What follows belongs to an exercise in optimizing a design on an open flow for small area; a production flow would make more cautious choices.
RTL that was checked went through simulation tests only; none was proved equivalent to the original.
No activity file was given, so power comes from the tool's default toggle rates.

the reference run:
Design relogio_simples_top, start of the top module:
module relogio_simples_top(
    input wire btn_mode,
    input wire reset,
    input wire btn_start,
    input wire btn_change,
    input wire clk,
    output wire [6:0] HEX0,
    output wire [6:0] HEX1,
    output wire [6:0] HEX2,
    output wire [6:0] HEX3,
    output wire [6:0] HEX4,
    output wire [6:0] HEX5,
    output wire [2:0] LED
);
    function [3:0] u_next;
        input [3:0] q;
        begin
            u_next[0] = (~q[0]);
            u_next[1] = (~q[0] & q[1]) | (q[0] & ~q[1] & ~q[3]);
            u_next[2] = (~q[0] & q[2]) | (q[0] & q[1] & ~q[2]) | (~q[1] & q[2]);
            u_next[3] = (~q[0] & q[3]) | (q[0] & q[1] & q[2]);
        end
    endfunction
    function [0:0] u_is9;
        input [3:0] q;
        begin
            u_is9[0] = (q[0] & q[3]);
        end
    endfunction
    function [0:0] u_is3;
        input [3:0] q;
        begin
            u_is3[0] = (q[0] & q[1] & ~q[2]);
        end
    endfunction
    function [0:0] u_gt3;
        input [3:0] q;
        begin
            u_gt3[0] = (q[2]) | (q[3]);
        end
    endfunction
    function [6:0] u_seg;
        input [3:0] q;
        begin
            u_seg[0] = (~q[0] & ~q[1] & q[2]) | (q[0] & ~q[1] & ~q[2] & ~q[3]) | (q[1] & q[3]);
            u_seg[1] = (~q[0] & q[1] & q[2]) | (q[0] & ~q[1] & q[2]) | (q[1] & q[3]);
            u_seg[2] = (~q[0] & q[1] & ~q[2]) | (q[1] & q[3]);
            u_seg[3] = (~q[0] & ~q[1] & q[2]) | (q[0] & ~q[1] & ~q[2]) | (q[0] & q[1] & q[2]);
            u_seg[4] = (q[0]) | (~q[1] & q[2]);
            u_seg[5] = (q[0] & q[1]) | (q[0] & ~q[2] & ~q[3]) | (q[1] & ~q[2]);
            u_seg[6] = (q[0] & q[1] & q[2]) | (~q[1] & ~q[2] & ~q[3]);
        end
    endfunction
    function [2:0] t_next;
  ...
Size in the first run: about 520 cells after synthesis, roughly 110 flip-flops, ~50 I/O pins, ~0.0050 mm2 of cells after synthesis.
export LEC_CHECK = 0
export CAP_MARGIN = 20
export CORE_MARGIN = 2
export CORE_UTILIZATION = 40
export SLEW_MARGIN = 20
create_clock -name core_clock -period 10.0 [get_ports {clk}]
standard.sh (not shown) runs the stock make flow with config.mk's settings and CLKGATE_MAP_FILE= SYNTH_SCRIPT=/design/flow/synth_recipe.tcl, a recipe that flattens the netlist after the stock synthesis.
==> flow/flow/run.sh <==
#!/bin/bash
# Own layout flow: the standard ORFS flow with smaller port buffers, a
# clock tree built from small clock buffers without dummy loads, and
# oversized logic cells from synthesis replaced by their smallest variant.
set -euo pipefail
here=$(pwd)
export BUFFER_PORTS_ARGS="-buffer_cell sky130_fd_sc_hd__buf_1"
export CTS_ARGS="-sink_clustering_enable -repair_clock_nets -dont_use_dummy_load -buf_list {sky130_fd_sc_hd__clkbuf_8} -sink_clustering_size 25 -sink_clustering_max_diameter 100"
export PRE_GLOBAL_PLACE_TCL="$here/flow/downsize.tcl"
bash standard.sh finish > "$here/standard_flow.log" 2>&1
==> flow/flow/downsize.tcl <==
# Replace each logic cell of drive strength above 1 by its _1 (or _0) variant
# when the library has one; timing is checked and repaired later in the flow.
set block [ord::get_db_block]
set n 0
foreach inst [$block getInsts] {
  set m [[$inst getMaster] getName]
  if {[regexp {^(sky130_fd_sc_hd__[a-z0-9]+)_([0-9]+)$} $m -> base drv]} {
    if {$drv > 1 && ![string match "*dfrtp*" $m] && ![string match "*clk*" $m]} {
      foreach d {1 0} {
        set cand "${base}_$d"
        if {[get_lib_cells -quiet */$cand] ne ""} {
          if {$cand ne $m} {
            replace_cell [$inst getName] $cand
            incr n
          }
          break
        }
      }
    }
  }
}
puts "downsize: replaced $n cells"
The reference run | stages: all done | timing, DRC, antenna: all pass
The inputs of the trial run differ from those of the reference run as listed below.
--- a/flow/design.v
+++ b/flow/design.v
@@ -187,45 +187,41 @@
             if (w_c1 | (ca & sel[1])) w_sd <= t_next(w_sd);
             if (w_c2 | (ca & sel[2])) w_mu <= u_next(w_mu);
             if (w_c3 | (ca & sel[3])) w_md <= t_next(w_md);
             if (ca & sel[5] & h_is1(w_hd) & u_gt3(w_hu)) w_hu <= 4'd0;
             else if (w_c4 | (ca & sel[4])) w_hu <= w_hwrap ? 4'd0 : u_next(w_hu);
             if ((w_c4 & w_hwrap) | (ca & sel[5])) w_hd <= h_next(w_hd);
         end
     end
     reg [14:0] c_pre;
     reg [3:0] c_su, c_mu, c_hu;
     reg [2:0] c_sd, c_md;
     reg [1:0] c_hd;
-    wire c_clr = ~st[0] | btn_change | click_mode;
+    wire c_clr = ~st[0] | btn_change;
     wire c_tick = run & (&c_pre);
     wire c_c1 = c_tick & u_is9(c_su);
     wire c_c2 = c_c1 & t_is5(c_sd);
     wire c_c3 = c_c2 & u_is9(c_mu);
     wire c_c4 = c_c3 & t_is5(c_md);
     wire c_hwrap = u_is9(c_hu) | (h_is2(c_hd) & u_is3(c_hu));
-    always @(posedge clk)
-        if (c_clr) c_pre <= 15'd0;
-        else if (run) c_pre <= c_pre + 15'd1;
-    always @(posedge clk or negedge reset) begin
-        if (!reset) begin
+    always @(posedge clk) begin
+        if (c_clr) begin
+            c_pre <= 15'd0;
             c_su <= 4'd0; c_sd <= 3'd0; c_mu <= 4'd0; c_md <= 3'd0; c_hu <= 4'd0; c_hd <= 2'd0;
-        end else if (c_clr) begin
-            c_su <= 4'd0; c_sd <= 3'd0; c_mu <= 4'd0; c_md <= 3'd0; c_hu <= 4'd0; c_hd <= 2'd0;
-        end else begin
+        end else begin
+            if (run) c_pre <= c_pre + 15'd1;
             if (c_tick) c_su <= u_next(c_su);
             if (c_c1) c_sd <= t_next(c_sd);
             if (c_c2) c_mu <= u_next(c_mu);
             if (c_c3) c_md <= t_next(c_md);
             if (c_c4) c_hu <= c_hwrap ? 4'd0 : u_next(c_hu);
             if (c_c4 & c_hwrap) c_hd <= h_next(c_hd);
         end
     end
-    wire wm = ~st[0];
     wire bl = pisca_hi & st[1];
-    assign HEX0 = u_seg(c_su | (w_su & {4{wm}}) | {4{bl & sel[0]}});
-    assign HEX1 = t_seg(c_sd | (w_sd & {3{wm}}) | {3{bl & sel[1]}});
-    assign HEX2 = u_seg(c_mu | (w_mu & {4{wm}}) | {4{bl & sel[2]}});
-    assign HEX3 = t_seg(c_md | (w_md & {3{wm}}) | {3{bl & sel[3]}});
-    assign HEX4 = u_seg(c_hu | (w_hu & {4{wm}}) | {4{bl & sel[4]}});
-    assign HEX5 = h_seg(c_hd | (w_hd & {2{wm}}) | {2{bl & sel[5]}});
+    assign HEX0 = u_seg((st[0] ? c_su : w_su) | {4{bl & sel[0]}});
+    assign HEX1 = t_seg((st[0] ? c_sd : w_sd) | {3{bl & sel[1]}});
+    assign HEX2 = u_seg((st[0] ? c_mu : w_mu) | {4{bl & sel[2]}});
+    assign HEX3 = t_seg((st[0] ? c_md : w_md) | {3{bl & sel[3]}});
+    assign HEX4 = u_seg((st[0] ? c_hu : w_hu) | {4{bl & sel[4]}});
+    assign HEX5 = h_seg((st[0] ? c_hd : w_hd) | {2{bl & sel[5]}});
 endmodule
- Relative to the reference run, the trial run improves area after synthesis.
- [diff] wire length of the first global-routing pass, the trial run relative to the reference run: improvement
- The trial run vs. the reference run: total iterations of the first detailed-routing run went down by 2.
- The reference run → the trial run: critical path depth decreased by 1 relative to the old numbers; fraction of synthesis flops using an asynchronous set or reset pin decreased by 19 points relative to the old numbers.
- Relative to the reference run, headroom to the max-slew limit increased by 17 points in the trial run.
- Measured against each other, the trial run and the reference run differ in post-route total power, the higher figure coming from the trial run.
- Routed wire length, the trial run and the reference run, lower one = the trial run.
- Against the reference run as the reference, the trial run delivers a lower global-route usage.
- Die outline width essentially unchanged between the trial run and the reference run.
- On post-layout instance area, the trial run tracks the reference run almost exactly.
- Looking at part of the total power dissipated in combinational logic, the trial run sits 1.9 points higher than the reference run does.
- On post-synthesis to final-layout area growth: the trial run sits above the reference run.
No functional check of the RTL was part of the reference run.

* * *

== run A ==
The RTL this note starts from:
==> flow/design.v <==
module relogio_simples_top(
    input wire btn_mode,
    input wire reset,
    input wire btn_start,
    input wire btn_change,
    input wire clk,
    output wire [6:0] HEX0,
    output wire [6:0] HEX1,
    output wire [6:0] HEX2,
    output wire [6:0] HEX3,
    output wire [6:0] HEX4,
    output wire [6:0] HEX5,
    output wire [2:0] LED
);
    function [3:0] u_next;
        input [3:0] q;
        begin
            u_next[0] = (~q[0]);
            u_next[1] = (~q[0] & q[1]) | (q[0] & ~q[1] & ~q[3]);
            u_next[2] = (~q[0] & q[2]) | (q[0] & q[1] & ~q[2]) | (~q[1] & q[2]);
            u_next[3] = (~q[0] & q[3]) | (q[0] & q[1] & q[2]);
        end
    endfunction
    function [0:0] u_is9;
        input [3:0] q;
        begin
            u_is9[0] = (q[0] & q[3]);
        end
    endfunction
    function [0:0] u_is3;
        input [3:0] q;
        begin
            u_is3[0] = (q[0] & q[1] & ~q[2]);
        end
    endfunction
    function [0:0] u_gt3;
        input [3:0] q;
        begin
            u_gt3[0] = (q[2]) | (q[3]);
        end
    endfunction
    function [6:0] u_seg;
        input [3:0] q;
        begin
            u_seg[0] = (~q[0] & ~q[1] & q[2]) | (q[0] & ~q[1] & ~q[2] & ~q[3]) | (q[1] & q[3]);
            u_seg[1] = (~q[0] & q[1] & q[2]) | (q[0] & ~q[1] & q[2]) | (q[1] & q[3]);
            u_seg[2] = (~q[0] & q[1] & ~q[2]) | (q[1] & q[3]);
            u_seg[3] = (~q[0] & ~q[1] & q[2]) | (q[0] & ~q[1] & ~q[2]) | (q[0] & q[1] & q[2]);
            u_seg[4] = (q[0]) | (~q[1] & q[2]);
            u_seg[5] = (q[0] & q[1]) | (q[0] & ~q[2] & ~q[3]) | (q[1] & ~q[2]);
            u_seg[6] = (q[0] & q[1] & q[2]) | (~q[1] & ~q[2] & ~q[3]);
        end
    endfunction
    function [2:0] t_next;
        input [2:0] q;
        begin
            t_next[0] = (q[1]);
            t_next[1] = (~q[1] & q[2]);
            t_next[2] = (~q[0] & ~q[1]) | (~q[0] & q[2]);
        end
    endfunction
    function [0:0] t_is5;
        input [2:0] q;
        begin
            t_is5[0] = (q[0] & ~q[2]);
        end
    endfunction
    function [6:0] t_seg;
        input [2:0] q;
        begin
            t_seg[0] = (~q[0] & ~q[1] & q[2]) | (q[0] & q[1]) | (q[1] & ~q[2]);
            t_seg[1] = (q[0] & q[1]) | (q[0] & ~q[2]);
            t_seg[2] = (q[1] & q[2]);
            t_seg[3] = (~q[0] & ~q[1] & q[2]) | (q[0] & q[1]) | (q[1] & ~q[2]);
            t_seg[4] = (q[0]) | (~q[1] & q[2]) | (q[1] & ~q[2]);
            t_seg[5] = (q[2]);
            t_seg[6] = (~q[0] & ~q[1]) | (q[0] & q[1]);
        end
    endfunction
    function [1:0] h_next;
        input [1:0] q;
        begin
            h_next[0] = (~q[0] & ~q[1]);
            h_next[1] = (q[0]);
        end
    endfunction
    function [0:0] h_is1;
        input [1:0] q;
        begin
            h_is1[0] = (q[0]);
        end
    endfunction
    function [0:0] h_is2;
        input [1:0] q;
        begin
            h_is2[0] = (q[1]);
        end
    endfunction
    function [6:0] h_seg;
        input [1:0] q;
        begin
            h_seg[0] = (q[0]);
            h_seg[1] = (q[0] & q[1]);
            h_seg[2] = (q[1]);
            h_seg[3] = (q[0]);
            h_seg[4] = (q[0]);
            h_seg[5] = (q[0]) | (q[1]);
            h_seg[6] = (q[0]) | (~q[1]);
        end
    endfunction
    reg [1:0] st;
    wire crono = st[0];
    wire cfg = st[1] & ~st[0];
    reg prev_start, prev_change;
    reg [1:0] mode_sync;
    reg mode_stable, prev_mode;
    reg [8:0] db;            
    reg [2:0] cd;            
    wire click_start = btn_start & ~prev_start;
    wire click_change = btn_change & ~prev_change;
    wire click_mode = mode_stable & ~prev_mode;
    wire diff = mode_sync[1] ^ mode_stable;
    wire hit = db[0] & ~db[1] & db[2] & ~db[5] & ~db[6] & ~db[7] & ~db[8];
    wire dbfb = ~(db[8] ^ db[1]);
    wire [5:0] sel;
    assign sel[0] = ~cd[2] & ~cd[0];
    assign sel[1] = ~cd[1] & cd[0];
    assign sel[2] = ~cd[2] & cd[1];
    assign sel[3] = cd[2] & cd[0];
    assign sel[4] = cd[1] & ~cd[0];
    assign sel[5] = cd[2] & ~cd[1];
    always @(posedge clk) begin
        prev_start <= btn_start;
        prev_change <= btn_change;
        prev_mode <= mode_stable;
        db <= (diff & ~hit) ? {db[7:0], dbfb} : 9'd0;
    end
    always @(posedge clk or negedge reset) begin
        if (!reset) begin
            mode_sync <= 2'b00;
            mode_stable <= 1'b0;
            st <= 2'b00;
            cd <= 3'b000;
        end else begin
            mode_sync <= {mode_sync[0], btn_mode};
            if (diff & hit) mode_stable <= mode_sync[1];
            st[0] <= click_mode ? ~st[0] & ~st[1] : st[0];
            st[1] <= st[0] ? (click_mode | (st[1] ^ click_start)) : (st[1] & ~click_mode);
            if (cfg) begin
                if (click_start) cd <= {cd[1:0], ~cd[2]};
                else if (click_mode) cd <= 3'b000;
            end
        end
    end
    assign LED[2] = ~(st[0] | st[1]);
    assign LED[1] = crono;
    assign LED[0] = cfg;
    reg [12:0] pisca_lo;
    reg pisca_hi;
    wire pz = ~|pisca_lo[11:0];
    wire pfb = pisca_lo[12] ^ pisca_lo[4] ^ pisca_lo[1] ^ pisca_lo[0] ^ pz;
    always @(posedge clk or negedge reset)
        if (!reset) begin
            pisca_lo <= 13'd0;
            pisca_hi <= 1'b0;
        end else begin
            pisca_lo <= {pisca_lo[11:0], pfb};
            pisca_hi <= pisca_hi ^ (pisca_lo[12] & pz);
        end
    reg [14:0] w_pre;
    reg [3:0] w_su, w_mu, w_hu;
    reg [2:0] w_sd, w_md;
    reg [1:0] w_hd;
    wire ca = cfg & click_change;
    wire w_tick = ~cfg & (&w_pre);
    wire w_c1 = w_tick & u_is9(w_su);
    wire w_c2 = w_c1 & t_is5(w_sd);
    wire w_c3 = w_c2 & u_is9(w_mu);
    wire w_c4 = w_c3 & t_is5(w_md);
    wire w_hwrap = u_is9(w_hu) | (h_is2(w_hd) & u_is3(w_hu));
    always @(posedge clk or negedge reset) begin
        if (!reset) begin
            w_pre <= 15'd0;
            w_su <= 4'd0; w_sd <= 3'd0; w_mu <= 4'd0; w_md <= 3'd0; w_hu <= 4'd0; w_hd <= 2'd0;
        end else begin
            if (~cfg) w_pre <= w_pre + 15'd1;
            if (w_tick | (ca & sel[0])) w_su <= u_next(w_su);
            if (w_c1 | (ca & sel[1])) w_sd <= t_next(w_sd);
            if (w_c2 | (ca & sel[2])) w_mu <= u_next(w_mu);
            if (w_c3 | (ca & sel[3])) w_md <= t_next(w_md);
            if (ca & sel[5] & h_is1(w_hd) & u_gt3(w_hu)) w_hu <= 4'd0;
            else if (w_c4 | (ca & sel[4])) w_hu <= w_hwrap ? 4'd0 : u_next(w_hu);
            if ((w_c4 & w_hwrap) | (ca & sel[5])) w_hd <= h_next(w_hd);
        end
    end
    reg [14:0] c_pre;
    reg [3:0] c_su, c_mu, c_hu;
    reg [2:0] c_sd, c_md;
    reg [1:0] c_hd;
    wire run = st[0] & st[1];
    wire c_clr = ~st[0] | btn_change;
    wire c_tick = run & (&c_pre);
    wire c_c1 = c_tick & u_is9(c_su);
    wire c_c2 = c_c1 & t_is5(c_sd);
    wire c_c3 = c_c2 & u_is9(c_mu);
    wire c_c4 = c_c3 & t_is5(c_md);
    wire c_hwrap = u_is9(c_hu) | (h_is2(c_hd) & u_is3(c_hu));
    always @(posedge clk) begin
        if (c_clr) begin
            c_pre <= 15'd0;
            c_su <= 4'd0; c_sd <= 3'd0; c_mu <= 4'd0; c_md <= 3'd0; c_hu <= 4'd0; c_hd <= 2'd0;
        end else begin
            if (run) c_pre <= c_pre + 15'd1;
            if (c_tick) c_su <= u_next(c_su);
            if (c_c1) c_sd <= t_next(c_sd);
            if (c_c2) c_mu <= u_next(c_mu);
            if (c_c3) c_md <= t_next(c_md);
            if (c_c4) c_hu <= c_hwrap ? 4'd0 : u_next(c_hu);
            if (c_c4 & c_hwrap) c_hd <= h_next(c_hd);
        end
    end
    wire bl = pisca_hi & cfg;
    assign HEX0 = u_seg((st[0] ? c_su : w_su) | {4{bl & sel[0]}});
    assign HEX1 = t_seg((st[0] ? c_sd : w_sd) | {3{bl & sel[1]}});
    assign HEX2 = u_seg((st[0] ? c_mu : w_mu) | {4{bl & sel[2]}});
    assign HEX3 = t_seg((st[0] ? c_md : w_md) | {3{bl & sel[3]}});
    assign HEX4 = u_seg((st[0] ? c_hu : w_hu) | {4{bl & sel[4]}});
    assign HEX5 = h_seg((st[0] ? c_hd : w_hd) | {2{bl & sel[5]}});
endmodule
Settings: LEC_CHECK=0, CAP_MARGIN=20, CORE_MARGIN=2, CORE_UTILIZATION=40, SLEW_MARGIN=20; clock period 10.0 ns.
==> flow/flow/run.sh <==
#!/bin/bash
# Own layout flow: the standard ORFS flow (standard.sh) with
#  - synthesis: the standard script (synth_recipe.tcl), with ABC's mapping
#    script replaced by an area-oriented one (flow/area.abc); registers are
#    untouched, so their names, count and cells are the standard ones;
#  - port buffers of the smallest buffer (buf_1);
#  - a clock tree of clkbuf_8 without dummy loads;
#  - logic cells oversized by synthesis replaced by their smallest variant
#    before placement (flow/downsize.tcl); later repair steps resize as needed.
set -euo pipefail
here=$(pwd)
export FLOW_ABC_SCRIPT="$here/flow/area.abc"
export BUFFER_PORTS_ARGS="-buffer_cell sky130_fd_sc_hd__buf_1"
export CTS_ARGS="-sink_clustering_enable -repair_clock_nets -dont_use_dummy_load -buf_list {sky130_fd_sc_hd__clkbuf_8} -sink_clustering_size 25 -sink_clustering_max_diameter 100"
export PRE_GLOBAL_PLACE_TCL="$here/flow/downsize.tcl"
printf 'source %s\nsource %s\n' "$here/flow/abc_override.tcl" "$here/synth_recipe.tcl" > "$here/flow_synth.tcl"
bash standard.sh SYNTH_SCRIPT="$here/flow_synth.tcl" finish > "$here/standard_flow.log" 2>&1
==> flow/flow/abc_override.tcl <==
# Run Yosys's abc with the flow's own ABC script in place of ORFS's.
proc abc {args} {
  set i [lsearch -exact $args -script]
  if {$i >= 0} { lset args [expr {$i + 1}] $::env(FLOW_ABC_SCRIPT) }
  yosys abc {*}$args
}
==> flow/flow/area.abc <==
&get -n
&st
&deepsyn -T 10
&put
dch -f
amap
topo
Scripts as last shown in full above: flow/flow/downsize.tcl
> inputs changed (run A -> run B)
diff --git a/flow/design.v b/flow/design.v
--- a/flow/design.v
+++ b/flow/design.v
@@ -53,29 +53,29 @@
     endfunction
     function [2:0] t_next;
         input [2:0] q;
         begin
-            t_next[0] = (q[1]);
-            t_next[1] = (~q[1] & q[2]);
-            t_next[2] = (~q[0] & ~q[1]) | (~q[0] & q[2]);
+            t_next[0] = (~q[0]);
+            t_next[1] = (~q[0] & q[1]) | (q[0] & ~q[1] & ~q[2]);
+            t_next[2] = (~q[0] & q[2]) | (q[0] & q[1]);
         end
     endfunction
     function [0:0] t_is5;
         input [2:0] q;
         begin
-            t_is5[0] = (q[0] & ~q[2]);
+            t_is5[0] = (q[0] & q[2]);
         end
     endfunction
     function [6:0] t_seg;
         input [2:0] q;
         begin
-            t_seg[0] = (~q[0] & ~q[1] & q[2]) | (q[0] & q[1]) | (q[1] & ~q[2]);
-            t_seg[1] = (q[0] & q[1]) | (q[0] & ~q[2]);
-            t_seg[2] = (q[1] & q[2]);
-            t_seg[3] = (~q[0] & ~q[1] & q[2]) | (q[0] & q[1]) | (q[1] & ~q[2]);
-            t_seg[4] = (q[0]) | (~q[1] & q[2]) | (q[1] & ~q[2]);
-            t_seg[5] = (q[2]);
-            t_seg[6] = (~q[0] & ~q[1]) | (q[0] & q[1]);
+            t_seg[0] = (~q[0] & q[2]) | (q[0] & ~q[1] & ~q[2]) | (q[1] & q[2]);
+            t_seg[1] = (q[0] & q[2]);
+            t_seg[2] = (~q[0] & q[1]) | (q[1] & q[2]);
+            t_seg[3] = (~q[0] & q[2]) | (q[0] & ~q[1] & ~q[2]) | (q[1] & q[2]);
+            t_seg[4] = (q[0]) | (q[2]);
+            t_seg[5] = (q[0] & ~q[2]) | (q[1]);
+            t_seg[6] = (~q[1] & ~q[2]) | (q[1] & q[2]);
         end
     endfunction
     function [1:0] h_next;
         input [1:0] q;
Notes after the runs:
- Run A → run B: xor and xnor area share after synthesis fell by 0.19 points, worst hold slack closely matched the old numbers, length in cells of the worst reg-to-reg path shrank by 25%, net count of the finished layout has decreased, proportion of cell area occupied by multi-input gates higher.
- Total power delta (run B − run A): unfavourable
- STATUS area after synthesis: run B wins against run A
- Re sequential share of layout area: run B and run A aren't equal, and the higher value belongs to run B.
- On design area, the lower figure sits with run B, not run A.
- Delta (run B minus run A): detailed-route via count increased about 0.46%, number of levels the H-tree was split into essentially unchanged, combinational power share increased 2.7 points.
Function was not checked in any run of this note: the RTL went through the layout flow alone.

-- what the ideal ports hide --
The flow's constraints put no driver on any port. The routed layouts listed below were extracted and timed again, unchanged, in two steps. Step 1 (the two cells are an assumption about what drives the block):
set clk [get_ports {clk}]
set_driving_cell -lib_cell sky130_fd_sc_hd__clkbuf_16 $clk
set_driving_cell -lib_cell sky130_fd_sc_hd__buf_2 [delete_from_list [all_inputs] $clk]
Step 2 moves the port delays by t, midway between the first and last clock arrival at a register: inputs arrive t later, outputs are due t later. That takes back most of the time a late clock gives input paths. a / b / c = ideal ports / drivers / drivers and shift; a / b = the first two.
| run | t, ns | setup slack, ns | hold WS [ns] | latest minus earliest clock arrival (ns) |
|---|---|---|---|---|
| the reference run | 0.406 | 5.535 / 5.500 / 5.906 | 0.359 / 0.359 / 0.359 | 0.024 / 0.023 |
| the trial run | 0.394 | 5.734 / 5.703 / 6.097 | 0.356 / 0.356 / 0.356 | 0.045 / 0.046 |
| run A | 0.402 | 4.002 / 3.966 / 4.369 | 0.358 / 0.358 / 0.358 | 0.013 / 0.013 |
| run B | 0.385 | 4.225 / 4.195 / 4.580 | 0.356 / 0.356 / 0.356 | 0.031 / 0.031 |
After both steps every run listed still meets setup and hold.
